This design comes from an exercise in tuning for small area on the open sky130 flow, not from production work. RTL that was checked went through simulation tests only; none was proved equivalent to the original. The RTL of runs 4 and 5 was laid out without a check of its function. Power is estimated from default activity; no workload was simulated.

File: design.v
`timescale 1ns / 1ps
module main
(clk, rst, JA,Left, Right,Up, Down,  sw,led, seg, an );
input clk,rst,Up,Down,Left,Right;
input [7:0] sw;
output [7:0] JA;
output [7:0] led;
output [6:0] seg;
output [3:0] an;
wire oneHz, tick;
wire [1:0] state;
wire combo_en;
wire [2:0] mtr;             
wire is_pm;                 
wire [3:0] nextArrow, a0, a1, a2, a3;
wire correctHit, incorrectHit;
wire [2:0] multiplier;
wire [4:0] s_th, c_th;
wire [3:0] s_h, s_t, s_u, c_h, c_t, c_u;
wire right_d1, right_d2;
clock firstclock (.clk(clk), .rst(rst), .state(state), .oneHz_CLK(oneHz), .display_CLK(tick),
    .mtr(mtr), .is_pm(is_pm));
stateGenerator Findstate (.clk(clk), .rst(rst), .pauseSwitch(sw[6]), .combo(sw[7]),
    .right_d1(right_d1), .right_d2(right_d2), .output_state(state), .display_combo_en(combo_en));
random Numberrandom (.clk(clk), .rst(rst), .metronome_clk(oneHz), .metronome_prev(mtr[2]),
    .sw(sw[7:1]), .state(state), .random_arrow(nextArrow));
arrow Calarrow (.clk(clk), .rst(rst), .state(state), .shift(is_pm), .next_arrow(nextArrow),
    .arrow0(a0), .arrow1(a1), .arrow2(a2), .arrow3(a3));
collision Calmatch (.clk(clk), .rst(rst), .state(state), .metronome_clk(oneHz), .is_pm(is_pm),
    .Up(Up), .Down(Down), .Left(Left), .Right(Right), .arrow(a3),
    .right_d1(right_d1), .right_d2(right_d2),
    .correctHit(correctHit), .incorrectHit(incorrectHit));
score Findscore (.clk(clk), .rst(rst), .state(state), .correctHit(correctHit),
    .incorrectHit(incorrectHit), .multiplier(multiplier),
    .s_th(s_th), .s_h(s_h), .s_t(s_t), .s_u(s_u),
    .c_th(c_th), .c_h(c_h), .c_t(c_t), .c_u(c_u));
display Display (.clk(clk), .rst(rst), .tick(tick), .metronome_clk(oneHz), .state(state),
    .combo_enable(combo_en), .a0(a0), .a1(a1), .a2(a2), .a3(a3),
    .s_th(s_th), .s_h(s_h), .s_t(s_t), .s_u(s_u),
    .c_th(c_th), .c_h(c_h), .c_t(c_t), .c_u(c_u), .seg(seg), .an(an));
music music (.clk(clk), .rst(rst), .speaker(JA[0]));
assign JA[7:1] = 7'b0000000;
assign led = {correctHit, incorrectHit, state, 1'b0, multiplier};
endmodule
`timescale 1ns / 1ps
module clock (clk, rst, state, oneHz_CLK, display_CLK, mtr, is_pm);
input clk, rst;
input [1:0] state;
output oneHz_CLK, display_CLK;
output reg [2:0] mtr;
output reg is_pm;
reg [2:0] ScreenDivid;
reg Screen_reg;
reg [7:0] DividOneHz;
function [7:0] inc8;
    input [7:0] x; input ci;
    integer j; reg c;
    begin
        c = ci;
        for (j = 0; j < 8; j = j + 1) begin
            inc8[j] = x[j] ^ c;
            c = c & x[j];
        end
    end
endfunction
wire clr = rst | (state == 2'd2);
wire [7:0] sd_n = inc8({5'd0, ScreenDivid}, 1'b1);
wire [7:0] dv_n = inc8(DividOneHz, Screen_reg);
always @(posedge clk) begin
    ScreenDivid <= clr ? 3'd0 : sd_n[2:0];
    Screen_reg <= ~clr & (ScreenDivid == 3'd7);
    DividOneHz <= clr ? 8'd0 : dv_n;
end
assign oneHz_CLK = |DividOneHz;
assign display_CLK = Screen_reg;
always @(posedge clk)
    if (rst) begin
        mtr <= 0; is_pm <= 0;
    end else begin
        mtr <= {oneHz_CLK, mtr[2:1]};
        is_pm <= ~mtr[0] & mtr[1];
    end
endmodule
module stateGenerator (clk, rst, pauseSwitch, combo, right_d1, right_d2, output_state, display_combo_en);
input clk, rst, pauseSwitch, combo, right_d1, right_d2;
output reg [1:0] output_state;
output reg display_combo_en;
reg [1:0] ShowComboReg;
wire Reset = right_d1 | right_d2;
always @(posedge clk)
    if (rst)
        ShowComboReg <= 2'b00;
    else if (combo)
        ShowComboReg <= 2'b11;
    else
        ShowComboReg <= {1'b0, ShowComboReg[1]};
always @(posedge clk)
    if (rst) begin
        output_state <= 2'd2;
        display_combo_en <= 0;
    end else begin
        output_state <= !pauseSwitch ? 2'd0 : Reset ? 2'd2 : 2'd1;
        display_combo_en <= pauseSwitch & ShowComboReg[0];
    end
endmodule
`timescale 1ns / 1ps
module random (clk, rst, metronome_clk, metronome_prev, sw, state, random_arrow);
input clk, rst, metronome_clk, metronome_prev;
input [1:0] state;
input [6:0] sw;
output [3:0] random_arrow;
reg [6:0] RandomR;
reg Re;
always @(posedge clk)
    if (rst) begin
        RandomR <= 0; Re <= 0;
    end else if (state == 2'd2)
        RandomR <= sw;
    else if (metronome_clk & ~metronome_prev) begin
        Re <= ~(RandomR[6] ^ RandomR[5]);
        RandomR <= {Re, RandomR[6:1]};
    end
localparam [63:0] HI_MOD = 64'ha2580369147a2580;    
localparam [127:0] MASK = 128'h3569ac124803569ac124803569ac1248;
wire [3:0] h = HI_MOD[RandomR[6:3] * 4 +: 4];
wire [2:0] l = RandomR[2:0];
wire c1 = l[0] & h[0];
wire c2 = (l[1] & h[1]) | (c1 & (l[1] ^ h[1]));
wire c3 = (l[2] & h[2]) | (c2 & (l[2] ^ h[2]));
wire [4:0] s = {h[3] & c3, h[3] ^ c3, l[2] ^ h[2] ^ c2, l[1] ^ h[1] ^ c1, l[0] ^ h[0]};
assign random_arrow = MASK[s * 4 +: 4];
endmodule
`timescale 1ns / 1ps
module score (clk, rst, state, correctHit, incorrectHit, multiplier,
    s_th, s_h, s_t, s_u, c_th, c_h, c_t, c_u);
input clk, rst, correctHit, incorrectHit;
input [1:0] state;
output [2:0] multiplier;               
output reg [4:0] s_th, c_th;
output reg [3:0] s_h, s_t, s_u, c_h, c_t, c_u;
reg [2:0] MMissed, HHit;
reg isMissed, isHit;
always @(posedge clk)
    if (rst) begin
        MMissed <= 0; isMissed <= 0; HHit <= 0; isHit <= 0;
    end else begin
        MMissed <= {incorrectHit, MMissed[2:1]};
        isMissed <= ~MMissed[0] & MMissed[1];
        HHit <= {correctHit, HHit[2:1]};
        isHit <= ~HHit[0] & HHit[1];
    end
reg [1:0] mult;                        
assign multiplier = {mult[1], mult[0], ~mult[1] & ~mult[0]};
function [4:0] dinc;
    input [3:0] d; input ci;
    reg co, c1, c2, c3;
    begin
        co = ci & d[3] & d[0];
        c1 = ci & d[0]; c2 = c1 & d[1]; c3 = c2 & d[2];
        dinc = {co, (d[3] ^ c3) & ~co, d[2] ^ c2, (d[1] ^ c1) & ~co, d[0] ^ ci};
    end
endfunction
function [4:0] uadd;
    input [3:0] u; input [1:0] sel;
    case ({u, sel})
        6'd0: uadd = 5'd0;
        6'd1: uadd = 5'd1;
        6'd2: uadd = 5'd2;
        6'd3: uadd = 5'd4;
        6'd4: uadd = 5'd1;
        6'd5: uadd = 5'd2;
        6'd6: uadd = 5'd3;
        6'd7: uadd = 5'd5;
        6'd8: uadd = 5'd2;
        6'd9: uadd = 5'd3;
        6'd10: uadd = 5'd4;
        6'd11: uadd = 5'd6;
        6'd12: uadd = 5'd3;
        6'd13: uadd = 5'd4;
        6'd14: uadd = 5'd5;
        6'd15: uadd = 5'd7;
        6'd16: uadd = 5'd4;
        6'd17: uadd = 5'd5;
        6'd18: uadd = 5'd6;
        6'd19: uadd = 5'd8;
        6'd20: uadd = 5'd5;
        6'd21: uadd = 5'd6;
        6'd22: uadd = 5'd7;
        6'd23: uadd = 5'd9;
        6'd24: uadd = 5'd6;
        6'd25: uadd = 5'd7;
        6'd26: uadd = 5'd8;
        6'd27: uadd = 5'd16;
        6'd28: uadd = 5'd7;
        6'd29: uadd = 5'd8;
        6'd30: uadd = 5'd9;
        6'd31: uadd = 5'd17;
        6'd32: uadd = 5'd8;
        6'd33: uadd = 5'd9;
        6'd34: uadd = 5'd16;
        6'd35: uadd = 5'd18;
        6'd36: uadd = 5'd9;
        6'd37: uadd = 5'd16;
        6'd38: uadd = 5'd17;
        6'd39: uadd = 5'd19;
        6'd40: uadd = 5'd10;
        6'd41: uadd = 5'd11;
        6'd42: uadd = 5'd12;
        6'd43: uadd = 5'd14;
        6'd44: uadd = 5'd11;
        6'd45: uadd = 5'd12;
        6'd46: uadd = 5'd13;
        6'd47: uadd = 5'd15;
        6'd48: uadd = 5'd12;
        6'd49: uadd = 5'd13;
        6'd50: uadd = 5'd14;
        6'd51: uadd = 5'd0;
        6'd52: uadd = 5'd13;
        6'd53: uadd = 5'd14;
        6'd54: uadd = 5'd15;
        6'd55: uadd = 5'd1;
        6'd56: uadd = 5'd14;
        6'd57: uadd = 5'd15;
        6'd58: uadd = 5'd0;
        6'd59: uadd = 5'd2;
        6'd60: uadd = 5'd15;
        6'd61: uadd = 5'd0;
        6'd62: uadd = 5'd1;
        6'd63: uadd = 5'd3;
    endcase
endfunction
function [16:0] dnext;
    input [4:0] th; input [3:0] h, t; input [4:0] ures;
    reg [4:0] rt, rh; reg [4:0] nth; reg c4, w;
    begin
        rt = dinc(t, ures[4]);
        rh = dinc(h, rt[4]);
        c4 = rh[4];
        nth = {th[4] ^ (c4 & th[3] & th[2] & th[1] & th[0]), th[3] ^ (c4 & th[2] & th[1] & th[0]),
               th[2] ^ (c4 & th[1] & th[0]), th[1] ^ (c4 & th[0]), th[0] ^ c4};
        w = th[4] & h[1] & h[0] & t[3] & ures[2];
        dnext = {nth[4] & ~w, nth[3:0], rh[3:2], rh[1:0] & ~{w, w}, rt[3] & ~w, rt[2:0],
                 ures[3], ures[2] & ~w, ures[1:0]};
    end
endfunction
wire clr = rst | (state == 2'd2);
wire hit = isHit & (state == 2'd0) & ~rst;
wire combo_big = (c_th != 0) | (c_h != 0) | (c_t != 0);
wire combo_ge3 = combo_big | (c_u >= 4'd3);
wire combo_ge6 = combo_big | (c_u >= 4'd6);
wire [1:0] m = (isMissed | clr) ? 2'd0 : isHit ? {combo_ge6, ~combo_ge6 & combo_ge3} : mult;
wire [16:0] sb = clr ? 17'd0 : {s_th, s_h, s_t, s_u};
wire [16:0] cb = (clr | isMissed) ? 17'd0 : {c_th, c_h, c_t, c_u};
always @(posedge clk) begin
    mult <= m;
    {s_th, s_h, s_t, s_u} <= dnext(sb[16:12], sb[11:8], sb[7:4],
                                   uadd(sb[3:0], hit ? m + 2'd1 : 2'd0));
    {c_th, c_h, c_t, c_u} <= dnext(cb[16:12], cb[11:8], cb[7:4], dinc(cb[3:0], hit));
end
endmodule
`timescale 1ns / 1ps
module arrow (clk, rst, state, shift, next_arrow, arrow0, arrow1, arrow2, arrow3);
input clk, rst, shift;
input [1:0] state;
input [3:0] next_arrow;
output reg [3:0] arrow0, arrow1, arrow2, arrow3;
always @(posedge clk)
    if (rst || state == 2'd2) begin
        arrow0 <= 0; arrow1 <= 0; arrow2 <= 0; arrow3 <= 0;
    end else if (state == 2'd0 && shift) begin
        arrow3 <= arrow2; arrow2 <= arrow1; arrow1 <= arrow0; arrow0 <= next_arrow;
    end
endmodule
`timescale 1ns / 1ps
module display (clk, rst, tick, metronome_clk, state, combo_enable, a0, a1, a2, a3,
    s_th, s_h, s_t, s_u, c_th, c_h, c_t, c_u, seg, an);
input clk, rst, tick, metronome_clk, combo_enable;
input [1:0] state;
input [3:0] a0, a1, a2, a3;
input [4:0] s_th, c_th;
input [3:0] s_h, s_t, s_u, c_h, c_t, c_u;
output reg [6:0] seg;
output [3:0] an;
reg [1:0] PosClockReg;
reg isPosClock;
always @(posedge clk)
    if (rst) begin
        PosClockReg <= 0; isPosClock <= 0;
    end else if (tick) begin
        PosClockReg <= {metronome_clk, PosClockReg[1]};
        isPosClock <= ~PosClockReg[0] & PosClockReg[1];
    end
function [4:0] enc_th;
    input [4:0] v;
    case (v)
        5'd10: enc_th = 5'b11000;
        5'd11: enc_th = 5'b10100;
        5'd12: enc_th = 5'b10010;
        5'd13: enc_th = 5'b10001;
        5'd14: enc_th = 5'b11100;
        5'd15: enc_th = 5'b11010;
        5'd16: enc_th = 5'b11001;
        default: enc_th = {1'b0, v[3:0]};
    endcase
endfunction
reg [4:0] tmpx, tmpy, tmpz, tmpq;
reg [1:0] DisReg;
reg ticked;
wire [4:0] th = combo_enable ? c_th : s_th;
wire [3:0] h = combo_enable ? c_h : s_h;
wire [3:0] t = combo_enable ? c_t : s_t;
wire [3:0] u = combo_enable ? c_u : s_u;
always @(posedge clk)
    if (rst) begin
        DisReg <= 0; ticked <= 0;
        tmpx <= 5'b10000; tmpy <= 5'b10000; tmpz <= 5'b10000; tmpq <= 5'b10000;
    end else if (tick) begin
        if (state == 2'd1) begin
            tmpx <= enc_th(th); tmpy <= {1'b0, h}; tmpz <= {1'b0, t}; tmpq <= {1'b0, u};
        end else if (state == 2'd0 && isPosClock) begin
            tmpx <= {1'b1, a0}; tmpy <= {1'b1, a1}; tmpz <= {1'b1, a2}; tmpq <= {1'b1, a3};
        end
        DisReg <= DisReg + 2'd1;
        ticked <= 1;
    end
assign an = ticked ? ~(4'b1000 >> DisReg) : 4'b1111;
reg [4:0] num;
always @*
    case (DisReg)
        2'd0: num = tmpx;
        2'd1: num = tmpy;
        2'd2: num = tmpz;
        default: num = tmpq;
    endcase
always @*
    if (num[4])
        seg = {1'b1, ~num[1], ~num[1], ~num[2], ~num[0], ~num[0], ~num[3]};
    else
        case (num[3:0])
            4'd0: seg = 7'b1000000;
            4'd1: seg = 7'b1111001;
            4'd2: seg = 7'b0100100;
            4'd3: seg = 7'b0110000;
            4'd4: seg = 7'b0011001;
            4'd5: seg = 7'b0010010;
            4'd6: seg = 7'b0000010;
            4'd7: seg = 7'b1111000;
            4'd8: seg = 7'b0000000;
            4'd9: seg = 7'b0011000;
            default: seg = 7'b1111111;
        endcase
endmodule
`timescale 1ns / 1ps
module collision (clk, rst, state, metronome_clk, is_pm, Up, Down, Left, Right, arrow,
    right_d1, right_d2, correctHit, incorrectHit);
input clk, rst, metronome_clk, is_pm, Up, Down, Left, Right;
input [1:0] state;
input [3:0] arrow;                    
output right_d1, right_d2;
output reg correctHit, incorrectHit;
reg [2:0] pu, pd, pl, pr;
reg eu, ed, el, er;
always @(posedge clk)
    if (rst) begin
        pu <= 0; pd <= 0; pl <= 0; pr <= 0;
        eu <= 0; ed <= 0; el <= 0; er <= 0;
    end else begin
        pu <= {Up, pu[2:1]}; pd <= {Down, pd[2:1]};
        pl <= {Left, pl[2:1]}; pr <= {Right, pr[2:1]};
        eu <= ~pu[0] & pu[1]; ed <= ~pd[0] & pd[1];
        el <= ~pl[0] & pl[1]; er <= ~pr[0] & pr[1];
    end
assign right_d1 = pr[2];
assign right_d2 = pr[1];
wire any = eu | ed | el | er;
wire many = (eu & ed & (el | er)) | (el & er & (eu | ed));
wire [3:0] keys = !many ? {eu, ed, el, er} : (el & er) ? 4'b0011 : {2'b10, el, er};
wire match = keys == arrow;
wire c = correctHit & ~is_pm;
wire i = incorrectHit & ~is_pm;
wire play = state == 2'd0;
wire judge = play & metronome_clk & ~c & ~i;
always @(posedge clk)
    if (rst) begin
        correctHit <= 0; incorrectHit <= 0;
    end else begin
        correctHit <= judge ? match : c;
        incorrectHit <= judge ? (many | (~match & (keys != 4'b0000)))
                      : (play & ~metronome_clk) ? (i | any | ~c) : i;
    end
endmodule
module music(
    input clk,
    input rst,
    output reg speaker
);
function [21:0] inc22;
    input [21:0] x;
    integer j; reg c;
    begin
        c = 1'b1;
        for (j = 0; j < 22; j = j + 1) begin
            inc22[j] = x[j] ^ c;
            c = c & x[j];
        end
    end
endfunction
function [8:0] dec9;
    input [8:0] x;
    integer j; reg b;
    begin
        b = 1'b1;
        for (j = 0; j < 9; j = j + 1) begin
            dec9[j] = x[j] ^ b;
            b = b & ~x[j];
        end
    end
endfunction
reg [21:0] tone_cnt;
always @(posedge clk)
    tone_cnt <= rst ? 22'd1 : inc22(tone_cnt);
wire [2:0] rom_code;
music_ROM get_fullnote(.address(tone_cnt[21:14]), .code(rom_code));
reg [2:0] note_code;           
always @(posedge clk)
    note_code <= rst ? 3'd0 : rom_code;
wire [8:0] clkdivider;
wire [7:0] octave_reload;
divide_by12 get_divider(.code(note_code), .clkdivider(clkdivider), .octave_reload(octave_reload));
reg [8:0] counter_note;
reg [7:0] counter_octave;
wire note_zero = counter_note == 9'd0;
wire octave_zero = counter_octave == 8'd0;
wire [8:0] note_dec = dec9(counter_note);
wire [8:0] octave_dec = dec9({1'b0, counter_octave});
always @(posedge clk) begin
    counter_note <= rst ? 9'd0 : note_zero ? clkdivider : note_dec;
    counter_octave <= rst ? 8'd0 : !note_zero ? counter_octave : octave_zero ? octave_reload : octave_dec[7:0];
    speaker <= rst ? 1'b0 : speaker ^ (note_zero & octave_zero & (note_code != 3'd0) & (tone_cnt[13:10] != 4'd0));
end
endmodule
module music_ROM(input [7:0] address, output reg [2:0] code);
always @*
case (address)
  8'd0: code = 3'd6;
  8'd1: code = 3'd6;
  8'd2: code = 3'd6;
  8'd3: code = 3'd6;
  8'd4: code = 3'd6;
  8'd5: code = 3'd6;
  8'd6: code = 3'd6;
  8'd7: code = 3'd6;
  8'd8: code = 3'd6;
  8'd9: code = 3'd6;
  8'd10: code = 3'd6;
  8'd11: code = 3'd6;
  8'd12: code = 3'd6;
  8'd13: code = 3'd6;
  8'd14: code = 3'd6;
  8'd15: code = 3'd6;
  8'd16: code = 3'd6;
  8'd17: code = 3'd6;
  8'd18: code = 3'd6;
  8'd19: code = 3'd6;
  8'd20: code = 3'd6;
  8'd21: code = 3'd6;
  8'd22: code = 3'd1;
  8'd23: code = 3'd1;
  8'd24: code = 3'd6;
  8'd25: code = 3'd6;
  8'd26: code = 3'd6;
  8'd27: code = 3'd6;
  8'd28: code = 3'd6;
  8'd29: code = 3'd6;
  8'd30: code = 3'd6;
  8'd31: code = 3'd6;
  8'd32: code = 3'd6;
  8'd33: code = 3'd6;
  8'd34: code = 3'd6;
  8'd35: code = 3'd6;
  8'd36: code = 3'd6;
  8'd37: code = 3'd6;
  8'd38: code = 3'd6;
  8'd39: code = 3'd6;
  8'd40: code = 3'd3;
  8'd41: code = 3'd3;
  8'd42: code = 3'd3;
  8'd43: code = 3'd3;
  8'd44: code = 3'd2;
  8'd45: code = 3'd2;
  8'd46: code = 3'd1;
  8'd47: code = 3'd1;
  8'd48: code = 3'd6;
  8'd49: code = 3'd6;
  8'd50: code = 3'd6;
  8'd51: code = 3'd6;
  8'd52: code = 3'd6;
  8'd53: code = 3'd6;
  8'd54: code = 3'd5;
  8'd55: code = 3'd5;
  8'd56: code = 3'd6;
  8'd57: code = 3'd6;
  8'd58: code = 3'd6;
  8'd59: code = 3'd6;
  8'd60: code = 3'd1;
  8'd61: code = 3'd1;
  8'd62: code = 3'd2;
  8'd63: code = 3'd2;
  8'd64: code = 3'd6;
  8'd65: code = 3'd6;
  8'd66: code = 3'd1;
  8'd67: code = 3'd1;
  8'd68: code = 3'd6;
  8'd69: code = 3'd6;
  8'd70: code = 3'd6;
  8'd71: code = 3'd6;
  8'd72: code = 3'd3;
  8'd73: code = 3'd3;
  8'd74: code = 3'd2;
  8'd75: code = 3'd2;
  8'd76: code = 3'd5;
  8'd77: code = 3'd5;
  8'd78: code = 3'd4;
  8'd79: code = 3'd4;
  8'd80: code = 3'd4;
  8'd81: code = 3'd4;
  8'd82: code = 3'd2;
  8'd83: code = 3'd2;
  8'd84: code = 3'd1;
  8'd85: code = 3'd1;
  8'd86: code = 3'd6;
  8'd87: code = 3'd6;
  8'd88: code = 3'd6;
  8'd89: code = 3'd6;
  8'd90: code = 3'd6;
  8'd91: code = 3'd6;
  8'd92: code = 3'd6;
  8'd93: code = 3'd6;
  8'd94: code = 3'd6;
  8'd95: code = 3'd6;
  8'd96: code = 3'd5;
  8'd97: code = 3'd5;
  8'd98: code = 3'd4;
  8'd100: code = 3'd4;
  8'd101: code = 3'd6;
  8'd102: code = 3'd6;
  default: code = 3'd0;
endcase
endmodule
module divide_by12(
    input [2:0] code,
    output reg [8:0] clkdivider,
    output reg [7:0] octave_reload
);
always @*
    case (code)
        3'd1: begin clkdivider = 9'd303; octave_reload = 8'd127; end    
        3'd2: begin clkdivider = 9'd270; octave_reload = 8'd127; end    
        3'd3: begin clkdivider = 9'd482; octave_reload = 8'd63;  end    
        3'd4: begin clkdivider = 9'd455; octave_reload = 8'd63;  end    
        3'd5: begin clkdivider = 9'd405; octave_reload = 8'd63;  end    
        3'd6: begin clkdivider = 9'd341; octave_reload = 8'd63;  end    
        default: begin clkdivider = 9'd511; octave_reload = 8'd255; end  
    endcase
endmodule
File: flow/run.sh
#!/bin/bash
# Own flow: the standard synthesis, the logic (not the flip-flops) mapped again with a
# stronger ABC area script, then the standard layout from floorplan to finish.
set -euo pipefail
W=$PWD
R=$W/orfs/results/$FLOW_PLATFORM/main/base
YOSYS=$FLOW_HOME/../tools/install/yosys/bin/yosys
LIB=$FLOW_HOME/platforms/sky130hd/lib/sky130_fd_sc_hd__tt_025C_1v80.lib

bash standard.sh synth > synth.log 2>&1
cp "$R/1_2_yosys.v" std.v
sed "s#@LIB@#$LIB#g; s#@DIR@#$W/flow#g" flow/remap1.ys > remap1.ys
sed "s#@LIB@#$LIB#g; s#@DIR@#$W/flow#g" flow/remap2.ys > remap2.ys
"$YOSYS" -s remap1.ys > remap1.log 2>&1
"$YOSYS" -s remap2.ys > remap2.log 2>&1
cp new.v "$R/1_2_yosys.v"
rm -f "$R/1_synth.odb" "$R/1_synth.sdc"
bash standard.sh finish > finish.log 2>&1
File: flow/remap.abc
strash
&get -n
&deepsyn -T 60
&put
&get -n
&dch -f
&nf -R 1000 -a
&put
File: flow/remap1.ys
# Flatten the standard synthesis netlist's logic cells into generic gates; flip-flops stay cells.
read_liberty -ignore_miss_func @LIB@
blackbox sky130_fd_sc_hd__df* sky130_fd_sc_hd__dl* sky130_fd_sc_hd__sdf* sky130_fd_sc_hd__edf*
read_verilog std.v
hierarchy -top main
flatten
opt_clean -purge
write_verilog -noattr generic.v
File: flow/remap2.ys
# Map the logic again with a stronger ABC area script; the flip-flops are untouched.
read_liberty -lib @LIB@
read_verilog generic.v
hierarchy -top main
opt_clean -purge
techmap
opt -fast
abc -script @DIR@/remap.abc -liberty @LIB@ -dont_use sky130_fd_sc_hd__probe_p_8 -dont_use sky130_fd_sc_hd__probec_p_8 -dont_use sky130_fd_sc_hd__lpflow_bleeder_1 -dont_use sky130_fd_sc_hd__lpflow_clkbufkapwr_1 -dont_use sky130_fd_sc_hd__lpflow_clkbufkapwr_16 -dont_use sky130_fd_sc_hd__lpflow_clkbufkapwr_2 -dont_use sky130_fd_sc_hd__lpflow_clkbufkapwr_4 -dont_use sky130_fd_sc_hd__lpflow_clkbufkapwr_8 -dont_use sky130_fd_sc_hd__lpflow_clkinvkapwr_1 -dont_use sky130_fd_sc_hd__lpflow_clkinvkapwr_16 -dont_use sky130_fd_sc_hd__lpflow_clkinvkapwr_2 -dont_use sky130_fd_sc_hd__lpflow_clkinvkapwr_4 -dont_use sky130_fd_sc_hd__lpflow_clkinvkapwr_8 -dont_use sky130_fd_sc_hd__lpflow_decapkapwr_12 -dont_use sky130_fd_sc_hd__lpflow_decapkapwr_3 -dont_use sky130_fd_sc_hd__lpflow_decapkapwr_4 -dont_use sky130_fd_sc_hd__lpflow_decapkapwr_6 -dont_use sky130_fd_sc_hd__lpflow_decapkapwr_8 -dont_use sky130_fd_sc_hd__lpflow_inputiso0n_1 -dont_use sky130_fd_sc_hd__lpflow_inputiso0p_1 -dont_use sky130_fd_sc_hd__lpflow_inputiso1n_1 -dont_use sky130_fd_sc_hd__lpflow_inputiso1p_1 -dont_use sky130_fd_sc_hd__lpflow_inputisolatch_1 -dont_use sky130_fd_sc_hd__lpflow_isobufsrc_1 -dont_use sky130_fd_sc_hd__lpflow_isobufsrc_16 -dont_use sky130_fd_sc_hd__lpflow_isobufsrc_2 -dont_use sky130_fd_sc_hd__lpflow_isobufsrc_4 -dont_use sky130_fd_sc_hd__lpflow_isobufsrc_8 -dont_use sky130_fd_sc_hd__lpflow_isobufsrckapwr_16 -dont_use sky130_fd_sc_hd__lpflow_lsbuf_lh_hl_isowell_tap_1 -dont_use sky130_fd_sc_hd__lpflow_lsbuf_lh_hl_isowell_tap_2 -dont_use sky130_fd_sc_hd__lpflow_lsbuf_lh_hl_isowell_tap_4 -dont_use sky130_fd_sc_hd__lpflow_lsbuf_lh_isowell_4 -dont_use sky130_fd_sc_hd__lpflow_lsbuf_lh_isowell_tap_1 -dont_use sky130_fd_sc_hd__lpflow_lsbuf_lh_isowell_tap_2 -dont_use sky130_fd_sc_hd__lpflow_lsbuf_lh_isowell_tap_4 
opt_clean -purge
hilomap -singleton -hicell sky130_fd_sc_hd__conb_1 HI -locell sky130_fd_sc_hd__conb_1 LO
insbuf -buf sky130_fd_sc_hd__buf_4 A X
splitnets
opt_clean -purge
tee -o remap.stat stat -liberty @LIB@
check -assert
write_verilog -noattr -nohex -nodec new.v
File: standard.sh
#!/bin/bash
# synth_recipe.tcl (not shown) runs the flow's synth.tcl, then flattens the netlist and writes it again
# the make line also repeats each setting of config.mk as NAME=value (left out here)
make -C /OpenROAD-flow-scripts/flow DESIGN_CONFIG=/design/flow/config.mk WORK_HOME=/design/flow/orfs CLKGATE_MAP_FILE= SYNTH_SCRIPT=/design/flow/synth_recipe.tcl "${@:-finish}"
File: config.mk
export PLATFORM = sky130hd
export DESIGN_NAME = main
export DESIGN_NICKNAME = main
export VERILOG_FILES = /design/flow/design.v
export SDC_FILE = /design/flow/constraint.sdc
export NUM_CORES = 4
export LEC_CHECK = 0
export ABC_AREA = 1
export CAP_MARGIN = 20
export CORE_MARGIN = 2
export CORE_UTILIZATION = 40
export CTS_BUF_LIST = sky130_fd_sc_hd__clkbuf_8
export SLEW_MARGIN = 20
File: constraint.sdc
create_clock -name core_clock -period 150.0 [get_ports {clk}]
set_input_delay 30.0000 -clock core_clock [delete_from_list [all_inputs] [get_ports {clk}]]
set_output_delay 30.0000 -clock core_clock [all_outputs]
set_load 0.01 [all_outputs]
==> flow_summary_export.csv, run 1 <==
group,metric,value,unit
run_status,outcome,"no timing/DRC/antenna violations",
critical_path,crit_slowest_cell,"nor2_1",
min_path,hold_class,"reg -> reg",
die,fp.dieW,138,um
critical_path,cp-end-kind,"register",
global_route,grt_pass1_vias,5241,
timing,period_share,22.5,%
clock_network,clkSinkCount,174,
yosys,avgSynthCellArea,8.62,um2
clock_network,clock_path_buffers,2,
placement,postPlaceCellArea,0.00763,mm2
critical_path,rr_endpoint,"Findscore.s_th[4]",
clock_network,cts.clk_slew.worst_paths,0.08,ns
drt,drc,0,
critical_path,worstPathArrival,34.07,ns
critical_path,start_kind,"input port",
critical_path,critPathMaxFanout,78,
drt,routed_wirelength,15000,um
timing,finalHoldViolCount,0,
global_route,grt_antenna_before_repair,0,
power_and_ir_drop,ir_drop,0.00594,mV
power_and_ir_drop,p_total,0.0939,mW
timing,clock-skew-final,0.0105,ns
placement,place.gp.congestion,0.828,
clock_network,cts.repair.resized,0,
die,die_area,0.0191,mm2
clock_network,clock-root-buffer,"clkbuf_8",
job,maxCapViolations,0,
power_and_ir_drop,p_switching,0.0233,mW
placement,port-buffer-count,31,
critical_path,r2r_slack,145.84,ns
drt,first_iter_violations,414,
timing,worst-slew-pin-transition,1.11,ns
power_and_ir_drop,internal_power,0.0706,mW
die,start_util,40.5,%
layout,layout_commonest_cell,"dfxtp_1",
layout,largest_register_ff_count,22,
layout,area_growth,12.2,%
drt,wl_per_cell,13.5,um
die,dieHeight,138,um
power_and_ir_drop,seqPwrFrac,53.1,%
power_and_ir_drop,powerDensity,11.6,mW/mm2
power_and_ir_drop,cellLeakagePower,3.09,nW
timing,min_period,33.72,ns
min_path,min_to,"Calmatch.el",
clock_network,clock_latency,0.45,ns
layout,final_nets,882,
power_and_ir_drop,clkPwrFrac,37.6,%
critical_path,r2r_cells,15,
layout,final_cell_mix,"174 x dfxtp_1, 108 x nand2_1, 85 x nor2_1, 75 x a21oi_1, 50 x nor3_1",
min_path,min_path_cells,1,
timing,max_slew_margin,25.9,%
clock_network,cts_tree,"done",
clock_network,post_cts.repair.setup_buffers,0,
drt,routed_via_density,5.22,
layout,layout-drive-gt1-share,3.97,%
yosys,synth-warning-count,10,
critical_path,critPathKind,"in -> reg",
clock_network,htree_levels,4,
die,core_area,0.0178,mm2
critical_path,r2r_start,"Findstate.output_state[0]",
timing,setup_violations,0,
power_and_ir_drop,switching_share,24.8,%
timing,maxSlewViolCount,0,
layout,final_area,0.00807,mm2
timing,rsz0062_at_grt,"no",
timing,fmaxAchievable,0.0297,GHz
placement,dp_hpwl,10600,um
power_and_ir_drop,comb_power_share,9.3,%
global_route,grt-ovfl-total,0,
critical_path,path_cells,"buf_2 -> buf_4 -> nand2b_1 -> nor2_1 -> nand3_1 -> nor3_1 -> nor2_1 -> a21oi_1 -> and2_0 -> and3_1 -> and3_1 -> nand2_1 -> nor2_1 -> nand2_1 -> xnor2_1 -> and3_1",
layout,fillers,1776,
global_route,grt_use_total,16.0,%
min_path,hp-start,"Calmatch.pl[0]",
yosys,syn-cell-area,0.00720,mm2
critical_path,max_stage_delay,0.66,ns
drt,vias,5794,
timing,fin_setup_tns,0,ns
drt,first_pass_iters,9,
global_route,grt_pass1_wl,25300,um
yosys,synthCells,835,
die,rows,49,
layout,largestRegisters,"music.tone_cnt: 22 flops, music.counter_note: 9 flops",
layout,n_antenna_cell,0,
die,ioPinCount,41,
clock_network,holdBufCountCts,0,
drt,ant_nets,0,
global_route,grt_max_degree,79,
critical_path,cp.required,150.35,ns
layout,regMostFlops,"music.tone_cnt",
clock_network,numCtsBuffers,17,
per-stage QoR:
stage | cells | util (%) | setup WS (ns) | hold WS [ns]
after floorplan | 842 | - | 116.91 | 0.367
after global placement | 1078 | 42.9 | 115.81 | 0.371
after detailed placement | 1078 | 42.9 | 115.81 | 0.373
after CTS | 1110 | 45.4 | 116.29 | 0.385
after global routing | 1110 | 45.4 | 115.78 | 0.396
final | 1110 | 45.4 | 116.28 | 0.383
critical path, delay by kind of cell:
kind	cells	cell delay [ns]
buffers and inverters	2	0.43
AO/OA/AOI/OAI	1	0.30
XOR/XNOR	1	0.12
AND/OR/NAND/NOR	12	3.18
worst max path at each step:
stage               startpoint                end  slack, ns  cells after the start
finish                     rst  Findscore.s_th[4]     116.28                     16
floorplan                  rst  Findscore.s_th[4]     116.91                     15
global route               rst  Findscore.s_th[4]     115.78                     16
global placement           rst  Findscore.s_th[4]     115.81                     16
CTS                        rst  Findscore.s_th[4]     116.29                     16
detailed placement         rst  Findscore.s_th[4]     115.81                     16
routing by layer:
layer	global-route usage [%]	share of wire (%)	wire [um]
met5	0	0	0
met4	5.75	1.2	182
met3	3.78	3.5	521
met2	24.8	45	6740
met1	21.8	50	7560
power groups by stage:
stage | clock network [mW] | logic [mW] | registers (mW)
after floorplan | 0 | 0.00688 | 0.0506
after global placement | 0 | 0.00861 | 0.0509
after detailed placement | 0 | 0.00870 | 0.0509
after CTS | 0.0365 | 0.00873 | 0.0499
after global routing | 0.0384 | 0.0101 | 0.0502
final | 0.0353 | 0.00872 | 0.0499
layout make-up:
class / count / area, um2 / share of cell area [%]
multi-input cells: 621 / 3460 / 42.9
well taps: 229 / 287 / 3.55
clock inverters: 14 / 189 / 2.34
flip-flops and latches: 174 / 3480 / 43.2
clock buffers: 18 / 248 / 3.07
inverters: 20 / 75.1 / 0.930
repair buffers: 34 / 328 / 4.06
==> inputs of run 2 (changes only) <==
--- a/flow/run.sh
+++ b/flow/run.sh
@@ -16,3 +16,3 @@
 cp new.v "$R/1_2_yosys.v"
 rm -f "$R/1_synth.odb" "$R/1_synth.sdc"
-bash standard.sh finish > finish.log 2>&1
+bash standard.sh finish "BUFFER_PORTS_ARGS=-buffer_cell sky130_fd_sc_hd__buf_1" "CTS_ARGS=-sink_clustering_enable -repair_clock_nets -buf_list {sky130_fd_sc_hd__clkbuf_4 sky130_fd_sc_hd__clkbuf_8} -dont_use_dummy_load" > finish.log 2>&1
==> run 2 against run 1 <==
Effect of this change:
- still clean on timing, DRC and antenna
- critical path depth is 1 lower
- setup slack improved by 0.48 ns
- sequential power about the same
- highest routed layer unchanged
==> flow_summary_export.csv, run 2 <==
group,metric,value,unit
placement,place.gp.congestion,0.849,
min_path,hold_class,"reg -> reg",
drt,first_iter_violations,425,
layout,n_antenna_cell,0,
drt,first_pass_iters,7,
layout,largest_register_ff_count,22,
clock_network,cts_tree,"done",
critical_path,critPathKind,"in -> reg",
critical_path,cpLargestDelayFamily,"simple AND/OR/NAND/NOR gates",
die,ioPinCount,41,
die,start_util,40.5,%
timing,max_slew_margin,33.6,%
clock_network,clock-root-buffer,"clkbuf_8",
clock_network,numCtsBuffers,17,
yosys,avgSynthCellArea,8.62,um2
job,maxCapViolations,0,
drt,drc,0,
global_route,grt-ovfl-total,0,
critical_path,max_stage_delay,0.51,ns
layout,final_cell_mix,"174 x dfxtp_1, 108 x nand2_1, 84 x nor2_1, 75 x a21oi_1, 50 x nor3_1",
power_and_ir_drop,p_switching,0.0207,mW
critical_path,cp.required,150.33,ns
clock_network,post_cts.repair.setup_buffers,0,
clock_network,cts.clk_slew.worst_paths,0.09,ns
global_route,use_met3,3.71,%
timing,clock-skew-final,0.0214,ns
clock_network,htree_levels,4,
clock_network,clkSinkCount,174,
global_route,grtUsageMet1,21.7,%
layout,largestRegisters,"music.tone_cnt: 22 flops, music.counter_note: 9 flops",
placement,placed_cells,1079,
critical_path,timing.critical_path.buf_inv,1,
power_and_ir_drop,seqPwrFrac,60.5,%
critical_path,start_kind,"input port",
global_route,grt_pass1_vias,5213,
die,core_area,0.0178,mm2
layout,fillers,1831,
critical_path,worstPathArrival,33.58,ns
timing,fmaxAchievable,0.0301,GHz
die,die_area,0.0191,mm2
power_and_ir_drop,clkPwrFrac,29.2,%
clock_network,cts.repair.resized,0,
min_path,min_path_cells,1,
timing,setup_violations,0,
power_and_ir_drop,cellLeakagePower,2.91,nW
die,dieHeight,138,um
drt,routed_via_density,5.29,
drt,wl_per_cell,13.7,um
timing,rsz0062_at_grt,"no",
critical_path,crit_slowest_cell,"nor3_1",
global_route,grt_antenna_before_repair,0,
critical_path,r2r_cells,12,
die,fp.dieW,138,um
layout,layout-drive-gt1-share,2.65,%
min_path,min_to,"Calmatch.er",
yosys,synthCells,835,
timing,setup_ws,116.75,ns
yosys,synth-warning-count,10,
power_and_ir_drop,ir_drop,0.00583,mV
placement,preCtsSetupSlack,116.29,ns
global_route,grt_use_total,15.9,%
min_path,hp-start,"Calmatch.pr[0]",
power_and_ir_drop,switching_share,25.1,%
layout,final_cells,1096,
critical_path,cp-end-kind,"register",
layout,layout_commonest_cell,"dfxtp_1",
timing,worst-slew-pin-transition,0.995,ns
timing,period_share,22.2,%
global_route,busiest_layer,"met2",
clock_network,clock_path_buffers,2,
die,rows,49,
layout,final_nets,883,
critical_path,worst_path_most_repeated_cell,"and3_1",
critical_path,path_cells,"clkbuf_2 -> nor3_1 -> and2_0 -> nand3_1 -> nor3_1 -> nor2_1 -> a21oi_1 -> and2_0 -> and3_1 -> and3_1 -> nand2_1 -> nor2_1 -> nand2_1 -> xnor2_1 -> and3_1",
yosys,syn-cell-area,0.00720,mm2
timing,maxSlewViolCount,0,
placement,dp_hpwl,10500,um
power_and_ir_drop,internal_power,0.0618,mW
clock_network,holdBufCountCts,0,
global_route,grt_max_degree,65,
global_route,grt_pass1_wl,25100,um
placement,port-buffer-count,31,
drt,vias,5797,
run_status,outcome,"no timing/DRC/antenna violations",
critical_path,rr_endpoint,"music.speaker",
timing,fin_setup_tns,0,ns
critical_path,r2r_slack,146.03,ns
global_route,grt_use_met2,25.2,%
power_and_ir_drop,comb_power_share,10.3,%
drt,ant_nets,0,
power_and_ir_drop,powerDensity,10.7,mW/mm2
timing,min_period,33.25,ns
timing,finalHoldViolCount,0,
layout,area_growth,6.87,%
critical_path,critPathMaxFanout,15,
critical_path,r2r_start,"music.counter_note[0]",
drt,routed_wirelength,15000,um
clock_network,clock_latency,0.45,ns
layout,regMostFlops,"music.tone_cnt",
## run 2: final cells by class
class	count	area [um2]	area share, %
multi-input cells	621	3460	45.0
clock buffers	17	234	3.04
flip-flops and latches	174	3480	45.3
repair buffers	35	148	1.92
well taps	229	287	3.73
inverters	20	75.1	0.976
## run 2: worst register-to-register path, delay by kind of cell, from the launching register on
kind,cells,cell delay [ns]
and+or+nand+nor,10,3.33
DFF,1,0.34
AOI/OAI and AO/OA,2,0.21
## run 2: worst max path at each step
stage	start	end	cells after the start
floorplan	rst	Findscore.s_th[4]	15
global placement	rst	Findscore.s_th[4]	15
detailed placement	rst	Findscore.s_th[4]	15
CTS	rst	Findscore.s_th[4]	15
global route	rst	Findscore.s_th[4]	15
finish	rst	Findscore.s_th[4]	15
## run 2: through the flow
stage	utilization (%)	total power [mW]	area, um2	hold WS [ns]
after floorplan	-	0.0575	7220	0.367
after global placement	41.9	0.0593	7450	0.370
after detailed placement	41.9	0.0595	7450	0.371
after CTS	43.2	0.0837	7690	0.374
after global routing	43.3	0.0871	7690	0.391
final	43.3	0.0825	7690	0.373
## run 2: power by group through the flow
| stage | logic [mW] | clock network [mW] | registers (mW) |
|---|---|---|---|
| 6_report | 0.00849 | 0.0241 | 0.0499 |
| 3_5_place_dp | 0.00851 | 0 | 0.0510 |
| 4_1_cts | 0.00857 | 0.0253 | 0.0499 |
| 2_1_floorplan | 0.00688 | 0 | 0.0506 |
| 3_3_place_gp | 0.00837 | 0 | 0.0509 |
| 5_1_grt | 0.00992 | 0.0269 | 0.0502 |
## run 2: layer usage
layer  share of wire, %  wire length (um)
met5                  0                 0
met4                1.1               161
met3                4.1               608
met2                 45              6730
met1                 50              7470
==> inputs of run 3 (changes only) <==
--- a/flow/run.sh
+++ b/flow/run.sh
@@ -16,3 +16,3 @@
 cp new.v "$R/1_2_yosys.v"
 rm -f "$R/1_synth.odb" "$R/1_synth.sdc"
-bash standard.sh finish "BUFFER_PORTS_ARGS=-buffer_cell sky130_fd_sc_hd__buf_1" "CTS_ARGS=-sink_clustering_enable -repair_clock_nets -buf_list {sky130_fd_sc_hd__clkbuf_4 sky130_fd_sc_hd__clkbuf_8} -dont_use_dummy_load" > finish.log 2>&1
+bash standard.sh finish "BUFFER_PORTS_ARGS=-buffer_cell sky130_fd_sc_hd__buf_1" "CTS_ARGS=-sink_clustering_enable -repair_clock_nets -buf_list sky130_fd_sc_hd__clkbuf_8 -dont_use_dummy_load" > finish.log 2>&1
==> run 3 against run 2 <==
Effect of this change:
- clock power about the same
- wire length up 3.5%
- largest cell class is now multi-input combinational cells
- maximum frequency down 0.98%
- via count up 1.3%
- die area up 0.30%
- still clean on timing, DRC and antenna
- first-iteration DRC count down 4.7%
- hold slack better by 0.015 ns
- total power up 1.5%
- count of clock-buffer cells in the layout unchanged
- flip-flop and latch count unchanged
==> flow_summary_export.csv, run 3 <==
group,metric,value,unit
die,die_area,0.0191,mm2
clock_network,clkSinkCount,174,
clock_network,clock_path_buffers,2,
drt,vias,5871,
drt,first_pass_iters,6,
clock_network,holdBufCountCts,0,
power_and_ir_drop,cellLeakagePower,2.90,nW
layout,final_cell_mix,"174 x dfxtp_1, 95 x nor2_1, 86 x nand2_1, 71 x a21oi_1, 48 x o21ai_0",
drt,wl_per_cell,14.2,um
timing,fin_setup_tns,0,ns
layout,final_nets,881,
die,start_util,40.5,%
critical_path,start_kind,"input port",
clock_network,clock_latency,0.46,ns
job,maxCapViolations,0,
yosys,synthCells,834,
placement,port-buffer-count,31,
drt,routed_via_density,5.37,
timing,fmaxAchievable,0.0298,GHz
critical_path,critPathKind,"in -> reg",
critical_path,worst_path_most_repeated_cell,"and3_1",
critical_path,cp-end-kind,"register",
layout,layout-drive-gt1-share,2.43,%
global_route,grt_max_degree,60,
timing,worst-slew-pin-transition,1.03,ns
timing,rsz0062_at_grt,"no",
run_status,outcome,"no timing/DRC/antenna violations",
timing,period_share,22.4,%
layout,final_core_util,43.2,%
die,fp.dieW,138,um
critical_path,cp.required,150.33,ns
die,core_area,0.0178,mm2
timing,setup_violations,0,
timing,clock-skew-final,0.0262,ns
layout,n_antenna_cell,0,
clock_network,cts.clk_slew.worst_paths,0.06,ns
clock_network,cts_tree,"done",
global_route,grt-ovfl-total,0,
drt,ant_nets,0,
critical_path,cpLargestDelayFamily,"simple AND/OR/NAND/NOR gates",
clock_network,numCtsBuffers,17,
placement,place.gp.congestion,0.830,
layout,fillers,1809,
yosys,synth-warning-count,10,
clock_network,post_cts.repair.setup_buffers,0,
global_route,grt_pass1_wl,25600,um
global_route,grt_antenna_before_repair,0,
clock_network,htree_levels,4,
critical_path,max_stage_delay,0.65,ns
layout,layout_commonest_cell,"dfxtp_1",
die,dieHeight,138,um
yosys,syn-cell-area,0.00722,mm2
layout,regMostFlops,"music.tone_cnt",
clock_network,cts.repair.resized,0,
clock_network,clock-root-buffer,"clkbuf_8",
global_route,grt_pass1_vias,5234,
critical_path,worstPathArrival,33.91,ns
global_route,grt_use_total,16.4,%
timing,min_period,33.58,ns
layout,area_growth,6.71,%
min_path,hold_class,"reg -> reg",
timing,max_slew_margin,30.7,%
layout,largestRegisters,"music.tone_cnt: 22 flops, music.counter_note: 9 flops",
layout,largest_register_ff_count,22,
die,rows,49,
critical_path,path_cells,"clkbuf_2 -> nand2b_1 -> nor2_1 -> and3_1 -> and3_1 -> o221a_1 -> and2_0 -> and3_1 -> and3_1 -> and2_0 -> and3_1 -> xnor2_1 -> nor2_1",
drt,first_iter_violations,405,
drt,routed_wirelength,15500,um
critical_path,critPathMaxFanout,19,
timing,finalHoldViolCount,0,
critical_path,crit_slowest_cell,"nor2_1",
timing,maxSlewViolCount,0,
critical_path,r2r_slack,145.73,ns
die,ioPinCount,41,
power_and_ir_drop,ir_drop,0.00746,mV
placement,dp_hpwl,11100,um
drt,drc,0,
critical_path,timing.critical_path.buf_inv,1,
yosys,avgSynthCellArea,8.65,um2
power_and_ir_drop,powerDensity,10.9,mW/mm2
-- run 3: changes by cell type in the layout (fill, tap and decap cells not counted), moves of 5 or more --
| cell | delta |
|---|---|
| nand2_1 | -22 |
| o22ai_1 | +7 |
| nand2b_1 | +5 |
| nor2_1 | +11 |
| nor3_1 | -7 |
| o21ai_0 | +5 |
| xor2_1 | -7 |
-- run 3: worst paths after layout --
kind | startpoint | end | depth (start not counted)
worst max register to register | Findstate.output_state[0] | Findscore.s_th[4] | 13
worst min-delay path | Calmatch.pu[0] | Calmatch.eu | 1
worst max-delay path | rst | Findscore.s_th[4] | 13
worst min register to register | Calmatch.pu[0] | Calmatch.eu | 1
-- run 3: layer usage --
metal	vias to the layer above	track usage, %	wire length, um
li1	3053	-	-
met1	2726	21.2	7520
met2	76	26.4	7140
met3	16	4.64	652
met4	0	5.26	172
met5	-	0	0
-- run 3: final cells by class --
class / count / area [um2] / area share [%]
well taps: 229 / 287 / 3.72
repair buffers: 34 / 140 / 1.82
flip-flops and latches: 174 / 3480 / 45.2
clock buffers: 17 / 234 / 3.04
multi-input cells: 622 / 3490 / 45.3
inverters: 18 / 67.6 / 0.877
-- run 3: worst reg2reg max path, stage by stage (launching register included) --
cell and delay, ns:
dfxtp_1 0.46, nand2b_1 0.22, nand2b_1 0.44, nor2_1 0.65, and3_1 0.30, and3_1 0.16, o221a_1 0.30, and2_0 0.37
and3_1 0.31, and3_1 0.25, and2_0 0.26, and3_1 0.24, xnor2_1 0.14, nor2_1 0.05
-- run 3: through the flow --
| step | hold slack (ns) | cell area (um2) | power [mW] | cells | setup WS (ns) |
|---|---|---|---|---|---|
| 6_report | 0.388 | 7700 | 0.0837 | 1094 | 116.43 |
| 5_1_grt | 0.402 | 7700 | 0.0884 | 1094 | 116.20 |
| 4_1_cts | 0.392 | 7700 | 0.0851 | 1094 | 116.46 |
| 3_5_place_dp | 0.373 | 7470 | 0.0607 | 1077 | 115.99 |
| 3_3_place_gp | 0.371 | 7470 | 0.0606 | 1077 | 115.97 |
| 2_1_floorplan | 0.367 | 7240 | 0.0585 | 841 | 116.97 |
-- run 3: where the power goes --
group | switching [mW] | total (mW) | internal [mW]
combinational | 0.00558 | 0.00948 | 0.00389
clock | 0.0141 | 0.0241 | 0.0100
sequential | 0.00170 | 0.0502 | 0.0485
total | 0.0213 | 0.0837 | 0.0624
==> inputs of run 4 (changes only) <==
--- a/design.v
+++ b/design.v
@@ -113,12 +113,13 @@
 reg Re;
 always @(posedge clk)
-    if (rst) begin
-        RandomR <= 0; Re <= 0;
-    end else if (state == 2'd2)
+    if (state == 2'd2)
         RandomR <= sw;
-    else if (metronome_clk & ~metronome_prev) begin
-        Re <= ~(RandomR[6] ^ RandomR[5]);
+    else if (metronome_clk & ~metronome_prev)
         RandomR <= {Re, RandomR[6:1]};
-    end
+always @(posedge clk)
+    if (rst)
+        Re <= 0;
+    else if (state != 2'd2 && metronome_clk & ~metronome_prev)
+        Re <= ~(RandomR[6] ^ RandomR[5]);
 localparam [63:0] HI_MOD = 64'ha2580369147a2580;    
 localparam [127:0] MASK = 128'h3569ac124803569ac124803569ac1248;
@@ -244,10 +245,10 @@
     end
 endfunction
-wire clr = rst | (state == 2'd2);
-wire hit = isHit & (state == 2'd0) & ~rst;
+wire clr = state == 2'd2;
+wire hit = isHit & (state == 2'd0);
 wire combo_big = (c_th != 0) | (c_h != 0) | (c_t != 0);
 wire combo_ge3 = combo_big | (c_u >= 4'd3);
 wire combo_ge6 = combo_big | (c_u >= 4'd6);
-wire [1:0] m = (isMissed | clr) ? 2'd0 : isHit ? {combo_ge6, ~combo_ge6 & combo_ge3} : mult;
+wire [1:0] m = (rst | isMissed | clr) ? 2'd0 : isHit ? {combo_ge6, ~combo_ge6 & combo_ge3} : mult;
 wire [16:0] sb = clr ? 17'd0 : {s_th, s_h, s_t, s_u};
 wire [16:0] cb = (clr | isMissed) ? 17'd0 : {c_th, c_h, c_t, c_u};
@@ -266,5 +267,5 @@
 output reg [3:0] arrow0, arrow1, arrow2, arrow3;
 always @(posedge clk)
-    if (rst || state == 2'd2) begin
+    if (state == 2'd2) begin    
         arrow0 <= 0; arrow1 <= 0; arrow2 <= 0; arrow3 <= 0;
     end else if (state == 2'd0 && shift) begin
@@ -284,11 +285,14 @@
 reg [1:0] PosClockReg;
 reg isPosClock;
-always @(posedge clk)
-    if (rst) begin
-        PosClockReg <= 0; isPosClock <= 0;
-    end else if (tick) begin
-        PosClockReg <= {metronome_clk, PosClockReg[1]};
+always @(posedge clk) begin
+    if (rst)
+        PosClockReg[1] <= 1'b0;
+    else if (tick)
+        PosClockReg[1] <= metronome_clk;
+    if (tick) begin
+        PosClockReg[0] <= PosClockReg[1];
         isPosClock <= ~PosClockReg[0] & PosClockReg[1];
     end
+end
 function [4:0] enc_th;
     input [4:0] v;
@@ -359,16 +363,16 @@
 output right_d1, right_d2;
 output reg correctHit, incorrectHit;
-reg [2:0] pu, pd, pl, pr;
+reg [2:0] pu, pd, pl;
+reg [2:1] pr;
+reg pr0;
 reg eu, ed, el, er;
+always @(posedge clk) begin
+    pu <= {Up, pu[2:1]}; pd <= {Down, pd[2:1]}; pl <= {Left, pl[2:1]};
+    pr0 <= pr[1];
+    eu <= ~pu[0] & pu[1]; ed <= ~pd[0] & pd[1];
+    el <= ~pl[0] & pl[1]; er <= ~pr0 & pr[1];
+end
 always @(posedge clk)
-    if (rst) begin
-        pu <= 0; pd <= 0; pl <= 0; pr <= 0;
-        eu <= 0; ed <= 0; el <= 0; er <= 0;
-    end else begin
-        pu <= {Up, pu[2:1]}; pd <= {Down, pd[2:1]};
-        pl <= {Left, pl[2:1]}; pr <= {Right, pr[2:1]};
-        eu <= ~pu[0] & pu[1]; ed <= ~pd[0] & pd[1];
-        el <= ~pl[0] & pl[1]; er <= ~pr[0] & pr[1];
-    end
+    pr <= rst ? 2'b00 : {Right, pr[2]};
 assign right_d1 = pr[2];
 assign right_d2 = pr[1];
==> run 4 against run 3 <==
Effect of this change:
- final area increased by 0.63%
- via count fell by 1.2%
- clock power barely moved
- count of clock-buffer cells in the layout is the same
- maximum frequency is 1.2% higher
- sequential power increased by 1%
- clock skew decreased by 0.0081 ns
- largest power group unchanged
==> flow_summary_export.csv, run 4 <==
group,metric,value,unit
timing,fin_setup_tns,0,ns
clock_network,cts_tree,"done",
clock_network,post_cts.repair.setup_buffers,0,
clock_network,clock_latency,0.45,ns
power_and_ir_drop,cellLeakagePower,2.86,nW
clock_network,clock_path_buffers,2,
timing,maxSlewViolCount,0,
placement,place.gp.congestion,0.860,
global_route,grt_use_total,16.4,%
layout,fillers,1833,
clock_network,cts.clk_slew.worst_paths,0.08,ns
global_route,grt_antenna_before_repair,0,
job,maxCapViolations,0,
timing,max_slew_margin,24.8,%
layout,final_cell_mix,"165 x dfxtp_1, 105 x nor2_1, 93 x nand2_1, 59 x a21oi_1, 46 x o21ai_0",
power_and_ir_drop,comb_power_share,12.3,%
placement,dp_hpwl,10900,um
layout,final_area,0.00775,mm2
layout,area_growth,6.81,%
timing,clock-skew-final,0.0181,ns
global_route,grt-ovfl-total,0,
power_and_ir_drop,powerDensity,11.0,mW/mm2
layout,final_nets,873,
layout,layout_commonest_cell,"dfxtp_1",
drt,vias,5802,
clock_network,clock-root-buffer,"clkbuf_8",
timing,period_share,22.1,%
critical_path,cp.required,150.32,ns
global_route,grt_max_degree,74,
critical_path,crit_slowest_cell,"or3_1",
timing,min_period,33.16,ns
power_and_ir_drop,seqPwrFrac,59.5,%
drt,drc,0,
critical_path,cp-end-kind,"register",
timing,rsz0062_at_grt,"no",
clock_network,holdBufCountCts,0,
min_path,hold_class,"reg -> reg",
run_status,outcome,"no timing/DRC/antenna violations",
timing,fmaxAchievable,0.0302,GHz
power_and_ir_drop,p_total,0.0856,mW
timing,setup_violations,0,
die,start_util,40.5,%
drt,routed_wirelength,15400,um
timing,worst-slew-pin-transition,1.12,ns
placement,postPlaceCellArea,0.00751,mm2
timing,finalHoldViolCount,0,
yosys,synth-warning-count,10,
die,die_area,0.0192,mm2
die,dieHeight,139,um
die,rows,49,
layout,layout-drive-gt1-share,2.68,%
power_and_ir_drop,p_switching,0.0224,mW
yosys,avgSynthCellArea,8.80,um2
global_route,grt_pass1_wl,25700,um
global_route,grt_pass1_vias,5188,
clock_network,htree_levels,4,
drt,first_iter_violations,342,
critical_path,critPathKind,"in -> reg",
critical_path,r2r_start,"Findscore.c_th[4]",
die,ioPinCount,41,
yosys,synthCells,825,
critical_path,max_stage_delay,0.49,ns
layout,largest_register_ff_count,22,
yosys,syn-cell-area,0.00726,mm2
power_and_ir_drop,clkPwrFrac,28.2,%
timing,holdWs,0.331,ns
critical_path,path_cells,"clkbuf_2 -> buf_4 -> nand2b_1 -> or3_1 -> nor2_1 -> o311a_1 -> and2_0 -> o21a_1 -> and2_0 -> nand3_1 -> nor2_1 -> and2_0 -> and3_1 -> xor2_1 -> nor2_1",
clock_network,numCtsBuffers,17,
drt,first_pass_iters,8,
power_and_ir_drop,switching_share,26.1,%
critical_path,critPathMaxFanout,73,
layout,regMostFlops,"music.tone_cnt",
critical_path,crit_start,"rst",
power_and_ir_drop,internal_power,0.0633,mW
clock_network,clkSinkCount,174,
layout,n_antenna_cell,0,
die,core_area,0.0179,mm2
critical_path,worstPathArrival,33.49,ns
die,fp.dieW,139,um
drt,wl_per_cell,14.1,um
min_path,hp-start,"Calmatch.pd[2]",
drt,ant_nets,0,
drt,routed_via_density,5.34,
placement,port-buffer-count,31,
layout,largestRegisters,"music.tone_cnt: 22 flops, music.counter_note: 9 flops",
clock_network,cts.repair.resized,0,
power_and_ir_drop,ir_drop,0.00683,mV
critical_path,start_kind,"input port",
run 4: changes by cell type in the layout (fill, tap and decap cells not counted), moves of 8 or more:
cell / before / now
nor3_1: 43 / 33
edfxtp_1: 0 / 9
nand3_1: 14 / 28
nor2b_1: 40 / 27
dfxtp_1: 174 / 165
xor2_1: 6 / 15
and3_1: 28 / 20
a21oi_1: 71 / 59
nor2_1: 95 / 105
run 4: stage by stage:
step	utilization (%)	instances	worst slack, ns
after CTS	43.3	1086	116.89
after floorplan	-	832	117.45
after detailed placement	42.0	1069	116.42
after global placement	42.0	1069	116.42
final	43.3	1086	116.84
after global routing	43.3	1086	116.56
run 4: worst paths after layout:
kind                            cells after the start  slack [ns]                end
worst max register to register                     14      146.15  Findscore.s_th[4]
worst max-delay path                               15      116.84  Findscore.s_th[4]
worst min-delay path                                0        0.33     Calmatch.pd[1]
worst min register to register                      0        0.33     Calmatch.pd[1]
run 4: metal layers:
layer | part of all wire (%) | vias to the layer above | wire length, um | track usage (%)
li1 | - | 3003 | - | -
met1 | 52 | 2645 | 7950 | 23.9
met2 | 42 | 135 | 6380 | 24.0
met3 | 5.3 | 19 | 819 | 3.66
met4 | 1.4 | 0 | 218 | 5.53
met5 | 0 | - | 0 | 0
run 4: power groups by stage:
| stage | Combinational (mW) | Clock (mW) | Sequential [mW] |
|---|---|---|---|
| 3_5_place_dp | 0.0106 | 0 | 0.0520 |
| 4_1_cts | 0.0107 | 0.0251 | 0.0509 |
| 3_3_place_gp | 0.0104 | 0 | 0.0519 |
| 5_1_grt | 0.0124 | 0.0267 | 0.0514 |
| 2_1_floorplan | 0.00853 | 0 | 0.0515 |
| 6_report | 0.0106 | 0.0241 | 0.0509 |
run 4: cell type report:
cell class / count / area [um2] / share of cell area (%)
Clock buffer: 17 / 234 / 3.02
Inverter: 11 / 41.3 / 0.533
Multi-Input combinational cell: 620 / 3470 / 44.7
Sequential cell: 174 / 3570 / 46.1
Tap cell: 229 / 287 / 3.70
Timing Repair Buffer: 35 / 148 / 1.90
run 4: worst max-delay path: cells and delay by family:
family                    cells  cell delay, ns
AOI/OAI and AO/OA             2            0.46
and+or+nand+nor              10            2.44
buffers and inverters         2            0.40
xor gates and xnor gates      1            0.15
==> inputs of run 5 (changes only) <==
--- a/flow/run.sh
+++ b/flow/run.sh
@@ -16,3 +16,3 @@
 cp new.v "$R/1_2_yosys.v"
 rm -f "$R/1_synth.odb" "$R/1_synth.sdc"
-bash standard.sh finish "BUFFER_PORTS_ARGS=-buffer_cell sky130_fd_sc_hd__buf_1" "CTS_ARGS=-sink_clustering_enable -repair_clock_nets -buf_list sky130_fd_sc_hd__clkbuf_8 -dont_use_dummy_load" > finish.log 2>&1
+bash standard.sh finish "BUFFER_PORTS_ARGS=-buffer_cell sky130_fd_sc_hd__buf_1" "CTS_ARGS=-repair_clock_nets -buf_list sky130_fd_sc_hd__clkbuf_8 -dont_use_dummy_load" > finish.log 2>&1
==> run 5 against run 4 <==
Effect of this change:
- still clean
- via count is the same
- flip-flop and latch count stayed put
- die area stayed put
- maximum frequency stayed put
- final area unchanged
- critical path type unchanged
- critical endpoint unchanged
- largest cell class unchanged
==> flow_summary_export.csv, run 5 <==
group,metric,value,unit
run_status,outcome,"no timing/DRC/antenna violations",
global_route,grt_pass1_wl,25700,um
global_route,grt_max_degree,74,
yosys,syn-cell-area,0.00726,mm2
layout,fillers,1833,
layout,seq_area,0.00357,mm2
critical_path,worstPathArrival,33.49,ns
layout,layout_commonest_cell,"dfxtp_1",
power_and_ir_drop,powerDensity,11.0,mW/mm2
global_route,grt-ovfl-total,0,
drt,first_iter_violations,342,
layout,layout-drive-gt1-share,2.68,%
critical_path,cp.required,150.32,ns
power_and_ir_drop,ir_drop,0.00683,mV
critical_path,cp-end-kind,"register",
critical_path,critPathMaxFanout,73,
min_path,hold_class,"reg -> reg",
critical_path,crit_slowest_cell,"or3_1",
power_and_ir_drop,cellLeakagePower,2.86,nW
drt,drc,0,
die,dieHeight,139,um
die,die_area,0.0192,mm2
drt,vias,5802,
timing,fin_setup_tns,0,ns
clock_network,clock_latency,0.45,ns
die,ioPinCount,41,
yosys,avgSynthCellArea,8.80,um2
drt,wl_per_cell,14.1,um
drt,routed_wirelength,15400,um
die,core_area,0.0179,mm2
timing,period_share,22.1,%
timing,finalHoldViolCount,0,
placement,postPlaceCellArea,0.00751,mm2
clock_network,clock-root-buffer,"clkbuf_8",
die,rows,49,
critical_path,path_cells,"clkbuf_2 -> buf_4 -> nand2b_1 -> or3_1 -> nor2_1 -> o311a_1 -> and2_0 -> o21a_1 -> and2_0 -> nand3_1 -> nor2_1 -> and2_0 -> and3_1 -> xor2_1 -> nor2_1",
clock_network,clkSinkCount,174,
layout,area_growth,6.81,%
timing,worst-slew-pin-transition,1.12,ns
die,start_util,40.5,%
layout,final_cell_mix,"165 x dfxtp_1, 105 x nor2_1, 93 x nand2_1, 59 x a21oi_1, 46 x o21ai_0",
clock_network,cts.repair.resized,0,
timing,maxSlewViolCount,0,
drt,first_pass_iters,8,
timing,setup_violations,0,
layout,multi_input_area,0.00347,mm2
layout,largest_register_ff_count,22,
critical_path,start_kind,"input port",
placement,place.gp.congestion,0.860,
global_route,grt_use_total,16.4,%
global_route,grt_antenna_before_repair,0,
placement,port-buffer-count,31,
timing,clock-skew-final,0.0181,ns
timing,fmaxAchievable,0.0302,GHz
yosys,synthCells,825,
drt,routed_via_density,5.34,
critical_path,max_stage_delay,0.49,ns
placement,dp_hpwl,10900,um
job,maxCapViolations,0,
layout,final_area,0.00775,mm2
die,fp.dieW,139,um
drt,ant_nets,0,
timing,rsz0062_at_grt,"no",
timing,max_slew_margin,24.8,%
layout,final_nets,873,
timing,min_period,33.16,ns
clock_network,cts_tree,"done",
clock_network,numCtsBuffers,17,
clock_network,post_cts.repair.setup_buffers,0,
critical_path,critPathKind,"in -> reg",
clock_network,htree_levels,4,
global_route,grt_pass1_vias,5188,
clock_network,holdBufCountCts,0,
clock_network,cts.clk_slew.worst_paths,0.08,ns
layout,largestRegisters,"music.tone_cnt: 22 flops, music.counter_note: 9 flops",
yosys,synth-warning-count,10,
layout,regMostFlops,"music.tone_cnt",
clock_network,clock_path_buffers,2,
layout,n_antenna_cell,0,
run 5: final cells by class:
type | instances | share of cell area [%]
clock buffers | 17 | 3.02
flip-flops and latches | 174 | 46.1
well taps | 229 | 3.70
multi-input cells | 620 | 44.7
repair buffers | 35 | 1.90
inverters | 11 | 0.533
run 5: path summary, 6_finish.rpt:
path                      from                 to  slack (ns)  cells past startpoint
max                        rst  Findscore.s_th[4]      116.84                     15
min             Calmatch.pd[2]     Calmatch.pd[1]        0.33                      0
max reg2reg  Findscore.c_th[4]  Findscore.s_th[4]      146.15                     14
min reg2reg     Calmatch.pd[2]     Calmatch.pd[1]        0.33                      0
run 5: power by group:
group,switching [mW],internal [mW]
clock network,0.0141,0.0100
registers,0.00186,0.0491
logic,0.00638,0.00418
total,0.0224,0.0633
run 5: critical path: cells and delay by family:
family                    cells  cell delay (ns)
and+or+nand+nor              10             2.44
AOI/OAI and AO/OA             2             0.46
buffers and inverters         2             0.40
xor gates and xnor gates      1             0.15
run 5: per-layer routing:
metal | global-route usage, % | vias up | wire length [um]
met2 | 24.0 | 135 | 6380
met1 | 23.9 | 2645 | 7950
met4 | 5.53 | 0 | 218
met3 | 3.66 | 19 | 819
li1 | - | 3003 | -
met5 | 0 | - | 0
run 5: per-stage QoR:
stage	hold slack, ns	worst slack, ns	instances	util [%]	power (mW)
global placement	0.310	116.42	1069	42.0	0.0623
floorplan	0.310	117.45	832	-	0.0601
CTS	0.332	116.89	1086	43.3	0.0867
detailed placement	0.312	116.42	1069	42.0	0.0626
finish	0.331	116.84	1086	43.3	0.0856
global route	0.349	116.56	1086	43.3	0.0906

-- what the ideal ports hide --
Ports are ideal in the flow. The routed layouts listed here were re-timed in OpenROAD.
Step 1: set_driving_cell puts a clkbuf_16 on clk and a buf_2 on each other input, an assumption about the parent block.
Step 2 moves the port delays by t, midway between the first and last clock arrival at a register: inputs arrive t later, outputs are due t later. That takes back most of the time a late clock gives input paths.
Slacks: ideal / step 1 / step 2; pairs: ideal / step 1.
run	t (ns)	slack for setup (ns)	cell pins on the clock port's net
run 1	0.487	116.279 / 116.302 / 115.814	1
run 2	0.482	116.754 / 116.771 / 116.288	1
run 3	0.484	116.425 / 116.441 / 115.956	1
run 4	0.483	116.837 / 116.854 / 116.371	1
run 5	0.483	116.837 / 116.854 / 116.371	1
After both steps setup and hold are still met in every run listed. For run 3, which loses most, drivers alone change the setup slack by +0.016 ns; drivers and shift together by -0.469 ns.
